This is an optimization exercise on Yosys and OpenROAD, whose aim is small area, not a production implementation.
At most, simulation tests tie the RTL to the original design; equivalence was not proved.
Power and IR drop assume default switching activity.

// FinalProject
module FinalProject(input [3:0] in, input [1:0] pushButton, input clk, input rst, input onOff,
                    output [0:6] Hex0, Hex1, Hex2, Hex3, Hex4, Hex5, output readyLed);
==> module FinalProject, before the edit <==
module FinalProject(input [3:0] in, input [1:0] pushButton, input clk, input rst, input onOff,
                    output [0:6] Hex0, Hex1, Hex2, Hex3, Hex4, Hex5, output readyLed);
  localparam [3:0] BL = 4'd15;   
  reg p;
  always @(posedge clk) p <= ~rst & ~p;
  wire [3:0] m1, h1, h2; wire [2:0] m2;
  m_tod u_tod(clk, rst, p, m1, m2, h1, h2);
  wire b0 = ~pushButton[0], b1 = ~pushButton[1];
  reg s1;                         
  reg [3:0] hv0, hv1, hv2, hv3;   
  reg [11:0] X;                   
  reg [2:0] ith; reg [3:0] itt, itu;    
  reg [2:0] cth; reg [3:0] ctt, ctu;    
  reg NA; reg [3:0] NB; reg [2:0] NC; reg [3:0] ND;   
  reg rdy;
  assign readyLed = rdy;
  wire [3:0] H0, H1, H2; wire [2:0] H3; wire [11:0] Xe;
  wire S2 = ~(X[11] & X[10]);
  wire S0 = ~S2 & ~s1, S1 = ~S2 & s1;
  m_entry u_entry(X, hv0, hv1, hv2, hv3, onOff, b0, b1, in, H0, H1, H2, H3, Xe);
  wire [2:0] ithn; wire [3:0] ittn, Dn; wire [11:0] Rn, Lk;
  m_norm u_norm(H0, H1, H2, H3, ithn, ittn, Dn, Rn, Lk);
  wire [11:0] sum; wire co;
  m_add u_add(S2 ? X : Rn, S2 ? {NA, NB, NC, ND} : Lk, sum, co);
  wire tA = sum[11]; wire [3:0] tB = sum[10:7]; wire [2:0] tC = sum[6:4]; wire [3:0] tD = sum[3:0];
  wire nb = co;
  wire nz0 = ~|ND, nz1 = nz0 & ~|NC, nz2 = nz1 & ~|NB;
  wire [3:0] NDd, NBd; wire [2:0] NCd;
  assign NDd[0] = (~ND[0]);
  assign NDd[1] = (~ND[0] & ND[3]) | (ND[0] & ND[1]) | (~ND[0] & ~ND[1] & ND[2]);
  assign NDd[2] = (~ND[0] & ND[3]) | (ND[0] & ND[2]) | (ND[1] & ND[2]);
  assign NDd[3] = (~ND[0] & ~ND[1] & ~ND[2] & ~ND[3]) | (ND[0] & ND[3]);
  assign NCd[0] = (~NC[0]);
  assign NCd[1] = (NC[0] & NC[1]) | (~NC[0] & NC[2]);
  assign NCd[2] = (~NC[0] & ~NC[1] & ~NC[2]) | (NC[0] & NC[2]);
  assign NBd[0] = (~NB[0]);
  assign NBd[1] = (~NB[0] & NB[3]) | (NB[0] & NB[1]) | (~NB[0] & ~NB[1] & NB[2]);
  assign NBd[2] = (~NB[0] & NB[3]) | (NB[0] & NB[2]) | (NB[1] & NB[2]);
  assign NBd[3] = (~NB[0] & ~NB[1] & ~NB[2] & ~NB[3]) | (NB[0] & NB[3]);
  wire tc = ND[3] & ND[2];
  wire eq = {cth, ctt, ctu} == {ith, itt, itu};
  wire cnt = eq & nb;
  wire tcn = tc | (eq & ~nb);
  wire tdisp = cnt & ~tc;
  wire [2:0] qh; wire [3:0] qt, qu; wire reach, le67, lt2;
  m_temp u_temp(cth, ith, ctt, ctu, itt, itu, tcn, qh, qt, qu, reach, le67, lt2);
  always @(posedge clk)
    if (rst) begin
      s1 <= 0; hv0 <= BL; hv1 <= BL; hv2 <= BL; hv3 <= BL;
      X <= {2'b11, 2'b00, 1'b1, 3'd0, 4'd0};
      NA <= 1; NB <= 9; NC <= 5; ND <= 9; cth <= 0; ctt <= 6; ctu <= 5;
    end else if (p) begin
      if (!onOff) begin
        hv0 <= m1; hv1 <= {1'b0, m2}; hv2 <= h1; hv3 <= h2; s1 <= 0; X <= Xe;
      end else if (S0) begin
          hv0 <= H0; hv1 <= H1; hv2 <= H2; hv3 <= BL; X <= Xe;
          if (b1) begin ith <= ithn; itt <= ittn; itu <= Dn; s1 <= 1; end
      end else if (S1) begin
          hv0 <= H0; hv1 <= H1; hv2 <= H2; hv3 <= {1'b0, H3};
          if (b1) X <= sum;
          else X <= Xe;
      end else begin
          if (tdisp) begin hv0 <= tD; hv1 <= {1'b0, tC}; hv2 <= tB; hv3 <= {3'b0, tA}; end
          else begin hv0 <= ctu; hv1 <= ctt; hv2 <= {1'b0, cth}; hv3 <= BL; end
      end
      if (S2) begin
        if (tcn) ND <= 4'd12;
        else if (cnt) ND <= NDd;
        if (cnt) begin
          if (nz0) NC <= NCd;
          if (nz1) NB <= NBd;
          if (nz2) NA <= ~NA;
        end
        if (~tcn) begin
          if (~eq) begin
            if (reach) begin cth <= ith; ctt <= itt; ctu <= itu; end
            else begin cth <= qh; ctt <= qt; ctu <= qu; end
          end
        end else begin
          if (le67 & ~lt2) begin cth <= 0; ctt <= 6; ctu <= 5; end
          else if (~le67) begin cth <= qh; ctt <= qt; ctu <= qu; end
        end
      end
    end
  always @(posedge clk)
    if (rst) rdy <= 0;
    else if (!p && S2) begin
      if (tcn & ~le67) rdy <= 0;
      else if (eq) rdy <= 1;
    end
  segDC Seg0(hv0, Hex0);
  segDC Seg1(hv1, Hex1);
  segDC Seg2(hv2, Hex2);
  sevenSeg Seg3(hv3, Hex3);
  assign Hex4 = 7'b1111111;
  assign Hex5 = 7'b1111111;
endmodule
==> module m_entry, before the edit <==
module m_entry(input [11:0] X, input [3:0] hv0, hv1, hv2, hv3, input onOff, b0, b1, input [3:0] in, output [3:0] H0, H1, H2, output [2:0] H3, output [11:0] Xe);
  wire [2:0] f3 = {in[2] & (in[1] | in[0]), in[2] ? ~(in[1] ^ in[0]) : in[1], in[2] ^ in[0]};
  wire [2:0] f2 = {in[3] & (in[2] | in[1]), in[3] ? ~(in[2] ^ in[1]) : in[2], in[3] ^ in[1]};
  wire [3:0] fsw = {in[3] & f3[2], in[3] ^ f3[2], f3[1], f3[0]};    
  wire [3:0] val = X[3:0];
  wire [1:0] idx = X[5:4];
  wire tmr = X[6];
  wire z = X[7];
  wire [1:0] ip = X[9:8];
  wire [2:0] hv3z = hv3[3] ? 3'd0 : hv3[2:0];
  assign H0 = (ip == 2'd0) ? val : (z ? 4'd0 : hv0);
  assign H1 = (ip == 2'd1) ? val : (z ? 4'd0 : hv1);
  assign H2 = (ip == 2'd2) ? val : (z ? 4'd0 : hv2);
  assign H3 = (ip == 2'd3) ? val[2:0] : (z ? 3'd0 : hv3z);
  wire t2 = ~tmr & idx[1];               
  wire t3 = tmr & idx[1] & idx[0];       
  wire rs = ~onOff | (t2 & b1);          
  wire adv = b0 & ~t2 & ~t3;
  wire [1:0] idxn = ~onOff ? {1'b0, b0} : (t2 & b1) ? 2'd0 : {idx[1] ^ (adv & idx[0]), idx[0] ^ adv};
  wire tmrn = onOff & (tmr | (t2 & b1));
  wire [3:0] valn = ~onOff ? fsw : t2 ? (b1 ? 4'd0 : {1'b0, f2}) : t3 ? {1'b0, f3} : fsw;
  wire [1:0] ipn = rs ? 2'd0 : idx;
  assign Xe = {2'b11, ipn, rs, tmrn, idxn, valn};
endmodule
clock: 100.0 ns
lec_check: 0
cap_margin: 0
core_margin: 2
core_utilization: 40
slew_margin: 0
standard.sh (not shown) runs the stock make flow with config.mk's settings and CLKGATE_MAP_FILE= SYNTH_SCRIPT=/design/flow/synth_recipe.tcl, a recipe that flattens the netlist after the stock synthesis.
==> flow/flow/run.sh <==
#!/bin/bash
# Own layout flow: the standard ORFS flow, with
#  - synthesis re-run with an area-oriented ABC script and without Yosys's full-adder extraction
#    (same passes before ABC, so the same registers; their instance names are then set to the
#    standard synthesis's, paired by the net on their Q pin),
#  - port buffers of the smallest buffer cell.
# Every tool's output goes to a log file in this folder.
set -uo pipefail
here=$PWD
R=$here/orfs/results/$FLOW_PLATFORM/FinalProject/base
# 1. standard synthesis (reference for the register names; also the fallback netlist)
bash standard.sh synth > std_synth.log 2>&1 || { echo "standard synthesis failed"; exit 1; }
cp $R/1_2_yosys.v std_1_2_yosys.v
# 2. own synthesis
mkdir -p own
sed -e '/# Technology mapping of adders/,/# Technology mapping of latches/{/# Technology mapping of latches/!d}' \
    -e "s#log_cmd abc {\*}\$abc_args#log_cmd abc -script $here/flow/area.abc {*}\$lib_args {*}\$lib_dont_use_args#" \
    $FLOW_HOME/scripts/synth.tcl > own/synth_core.tcl
sed "s#source \$::env(SCRIPTS_DIR)/synth.tcl#source $here/own/synth_core.tcl#" synth_recipe.tcl > own/synth.tcl
if grep -q "flow/area.abc" own/synth_core.tcl && ! grep -q "extract_fa" own/synth_core.tcl && grep -q "own/synth_core.tcl" own/synth.tcl; then
  make -C $FLOW_HOME DESIGN_CONFIG=$FLOW_CONFIG WORK_HOME=$here/own/orfs CLKGATE_MAP_FILE= \
    SYNTH_SCRIPT=$here/own/synth.tcl $here/own/orfs/results/$FLOW_PLATFORM/FinalProject/base/1_2_yosys.v > own_synth.log 2>&1 \
  && python3 flow/fixnames.py std_1_2_yosys.v own/orfs/results/$FLOW_PLATFORM/FinalProject/base/1_2_yosys.v own_1_2_yosys.v > fixnames.log 2>&1 \
  && { cp own_1_2_yosys.v $R/1_2_yosys.v; rm -f $R/1_synth.odb $R/1_synth.sdc; echo "using own synthesis" >> fixnames.log; } \
  || echo "own synthesis not used" >> fixnames.log
else
  echo "own synthesis script not built; using the standard one" >> fixnames.log
fi
# 3. the rest of the standard flow
export BUFFER_PORTS_ARGS="-buffer_cell sky130_fd_sc_hd__buf_1"
export CTS_ARGS="-sink_clustering_enable -repair_clock_nets -dont_use_dummy_load -buf_list sky130_fd_sc_hd__clkbuf_8"
bash standard.sh finish > std_finish.log 2>&1 || { echo "flow failed"; tail -20 std_finish.log; exit 1; }
ls -l out/ > out.log
Other scripts of this flow, unchanged in this note and not shown: flow/flow/area.abc, flow/flow/fixnames.py
Rerun with:
--- a/flow/design.v
+++ b/flow/design.v
@@ -11,26 +11,24 @@
   reg p;
   always @(posedge clk) p <= ~rst & ~p;
   wire [3:0] m1, h1, h2; wire [2:0] m2;
   m_tod u_tod(clk, rst, p, m1, m2, h1, h2);
   wire b0 = ~pushButton[0], b1 = ~pushButton[1];
-  reg s1;                         
+  reg [1:0] S;                    
   reg [3:0] hv0, hv1, hv2, hv3;   
   reg [11:0] X;                   
   reg [2:0] ith; reg [3:0] itt, itu;    
   reg [2:0] cth; reg [3:0] ctt, ctu;    
   reg NA; reg [3:0] NB; reg [2:0] NC; reg [3:0] ND;   
-  reg rdy;
+  reg tc, rdy;
   assign readyLed = rdy;
   wire [3:0] H0, H1, H2; wire [2:0] H3; wire [11:0] Xe;
-  wire S2 = ~(X[11] & X[10]);
-  wire S0 = ~S2 & ~s1, S1 = ~S2 & s1;
   m_entry u_entry(X, hv0, hv1, hv2, hv3, onOff, b0, b1, in, H0, H1, H2, H3, Xe);
   wire [2:0] ithn; wire [3:0] ittn, Dn; wire [11:0] Rn, Lk;
   m_norm u_norm(H0, H1, H2, H3, ithn, ittn, Dn, Rn, Lk);
   wire [11:0] sum; wire co;
-  m_add u_add(S2 ? X : Rn, S2 ? {NA, NB, NC, ND} : Lk, sum, co);
+  m_add u_add(S[1] ? X : Rn, S[1] ? {NA, NB, NC, ND} : Lk, sum, co);
   wire tA = sum[11]; wire [3:0] tB = sum[10:7]; wire [2:0] tC = sum[6:4]; wire [3:0] tD = sum[3:0];
   wire nb = co;
   wire nz0 = ~|ND, nz1 = nz0 & ~|NC, nz2 = nz1 & ~|NB;
   wire [3:0] NDd, NBd; wire [2:0] NCd;
   assign NDd[0] = (~ND[0]);
@@ -42,40 +40,43 @@
   assign NCd[2] = (~NC[0] & ~NC[1] & ~NC[2]) | (NC[0] & NC[2]);
   assign NBd[0] = (~NB[0]);
   assign NBd[1] = (~NB[0] & NB[3]) | (NB[0] & NB[1]) | (~NB[0] & ~NB[1] & NB[2]);
   assign NBd[2] = (~NB[0] & NB[3]) | (NB[0] & NB[2]) | (NB[1] & NB[2]);
   assign NBd[3] = (~NB[0] & ~NB[1] & ~NB[2] & ~NB[3]) | (NB[0] & NB[3]);
-  wire tc = ND[3] & ND[2];
   wire eq = {cth, ctt, ctu} == {ith, itt, itu};
   wire cnt = eq & nb;
   wire tcn = tc | (eq & ~nb);
   wire tdisp = cnt & ~tc;
   wire [2:0] qh; wire [3:0] qt, qu; wire reach, le67, lt2;
   m_temp u_temp(cth, ith, ctt, ctu, itt, itu, tcn, qh, qt, qu, reach, le67, lt2);
   always @(posedge clk)
     if (rst) begin
-      s1 <= 0; hv0 <= BL; hv1 <= BL; hv2 <= BL; hv3 <= BL;
-      X <= {2'b11, 2'b00, 1'b1, 3'd0, 4'd0};
-      NA <= 1; NB <= 9; NC <= 5; ND <= 9; cth <= 0; ctt <= 6; ctu <= 5;
+      S <= 0; hv0 <= BL; hv1 <= BL; hv2 <= BL; hv3 <= BL;
+      X <= {4'b0000, 1'b1, 3'd0, 4'd0};
+      NA <= 1; NB <= 9; NC <= 5; ND <= 9; cth <= 0; ctt <= 6; ctu <= 5; tc <= 0;
     end else if (p) begin
       if (!onOff) begin
-        hv0 <= m1; hv1 <= {1'b0, m2}; hv2 <= h1; hv3 <= h2; s1 <= 0; X <= Xe;
-      end else if (S0) begin
+        hv0 <= m1; hv1 <= {1'b0, m2}; hv2 <= h1; hv3 <= h2; S <= 0; X <= Xe;
+      end else case (S)
+        2'd0: begin
           hv0 <= H0; hv1 <= H1; hv2 <= H2; hv3 <= BL; X <= Xe;
-          if (b1) begin ith <= ithn; itt <= ittn; itu <= Dn; s1 <= 1; end
-      end else if (S1) begin
+          if (b1) begin ith <= ithn; itt <= ittn; itu <= Dn; S <= 2'd1; end
+        end
+        2'd1: begin
           hv0 <= H0; hv1 <= H1; hv2 <= H2; hv3 <= {1'b0, H3};
-          if (b1) X <= sum;
+          if (b1) begin X <= sum; S <= 2'd2; end
           else X <= Xe;
-      end else begin
+        end
+        default: begin
           if (tdisp) begin hv0 <= tD; hv1 <= {1'b0, tC}; hv2 <= tB; hv3 <= {3'b0, tA}; end
           else begin hv0 <= ctu; hv1 <= ctt; hv2 <= {1'b0, cth}; hv3 <= BL; end
-      end
-      if (S2) begin
-        if (tcn) ND <= 4'd12;
-        else if (cnt) ND <= NDd;
+        end
+      endcase
+      if (S == 2'd2) begin
+        tc <= tcn;
         if (cnt) begin
+          ND <= NDd;
           if (nz0) NC <= NCd;
           if (nz1) NB <= NBd;
           if (nz2) NA <= ~NA;
         end
         if (~tcn) begin
@@ -89,11 +90,11 @@
         end
       end
     end
   always @(posedge clk)
     if (rst) rdy <= 0;
-    else if (!p && S2) begin
+    else if (!p && S == 2'd2) begin
       if (tcn & ~le67) rdy <= 0;
       else if (eq) rdy <= 1;
     end
   segDC Seg0(hv0, Hex0);
   segDC Seg1(hv1, Hex1);
@@ -145,11 +146,11 @@
   wire adv = b0 & ~t2 & ~t3;
   wire [1:0] idxn = ~onOff ? {1'b0, b0} : (t2 & b1) ? 2'd0 : {idx[1] ^ (adv & idx[0]), idx[0] ^ adv};
   wire tmrn = onOff & (tmr | (t2 & b1));
   wire [3:0] valn = ~onOff ? fsw : t2 ? (b1 ? 4'd0 : {1'b0, f2}) : t3 ? {1'b0, f3} : fsw;
   wire [1:0] ipn = rs ? 2'd0 : idx;
-  assign Xe = {2'b11, ipn, rs, tmrn, idxn, valn};
+  assign Xe = {ipn, ipn, rs, tmrn, idxn, valn};
 endmodule
 module m_norm(input [3:0] H0, H1, H2, input [2:0] H3, output [2:0] ithn, output [3:0] ittn, output [3:0] Dn, output [11:0] Rn, output [11:0] Lk);
   wire c0 = H0[3] & H0[1];
   assign Dn = {H0[3] & ~H0[1], H0[2], H0[1] & ~H0[3], H0[0]};
   wire c1, t10, c2;
=>
- worst setup slack got worse by 0.030 ns
- critical path depth falls by 3
- total power falls by 19%
- clock-buffer cell count does not change
- hold slack improved by 0.0051 ns
- cell count rises by 1.1%
- utilization rises by 0.49 points
- routed wire length falls by 3.0%
- global-route usage falls by 0.92 points
- maximum frequency barely changes
- via count falls by 0.87%
- synthesized cell count rises by 0.75%
The RTL of the second run of this note was laid out without a check of its function.

[re-timing with driven ports]
How much do the figures lean on ideal ports? The routed layouts below were timed once more, with nothing changed but the port constraints. Step 1 sets driving cells, clkbuf_16 on the clock port and buf_2 on the other inputs (assumed; they add their load-dependent delay and slew). Step 2, shift: input delay + t, output delay - t, t = (earliest + latest rising clock arrival at the registers) / 2. This alone moves slack from input paths to output paths. a / b / c = ideal / step 1 / step 2; a / b = the first two.
| run | t, ns | slack for setup (ns) | hold slack, ns | worst register clock-pin slew, ns |
|---|---|---|---|---|
| the first run | 0.404 | 78.168 / 78.187 / 77.782 | 0.449 / 0.449 / 0.449 | 0.09 / 0.09 |
| the second run | 0.392 | 78.138 / 78.101 / 77.789 | 0.454 / 0.454 / 0.454 | 0.09 / 0.09 |
After both steps every run listed still meets setup and hold. For the first run, which loses most, drivers alone change the setup slack by +0.019 ns; drivers and shift together by -0.386 ns.
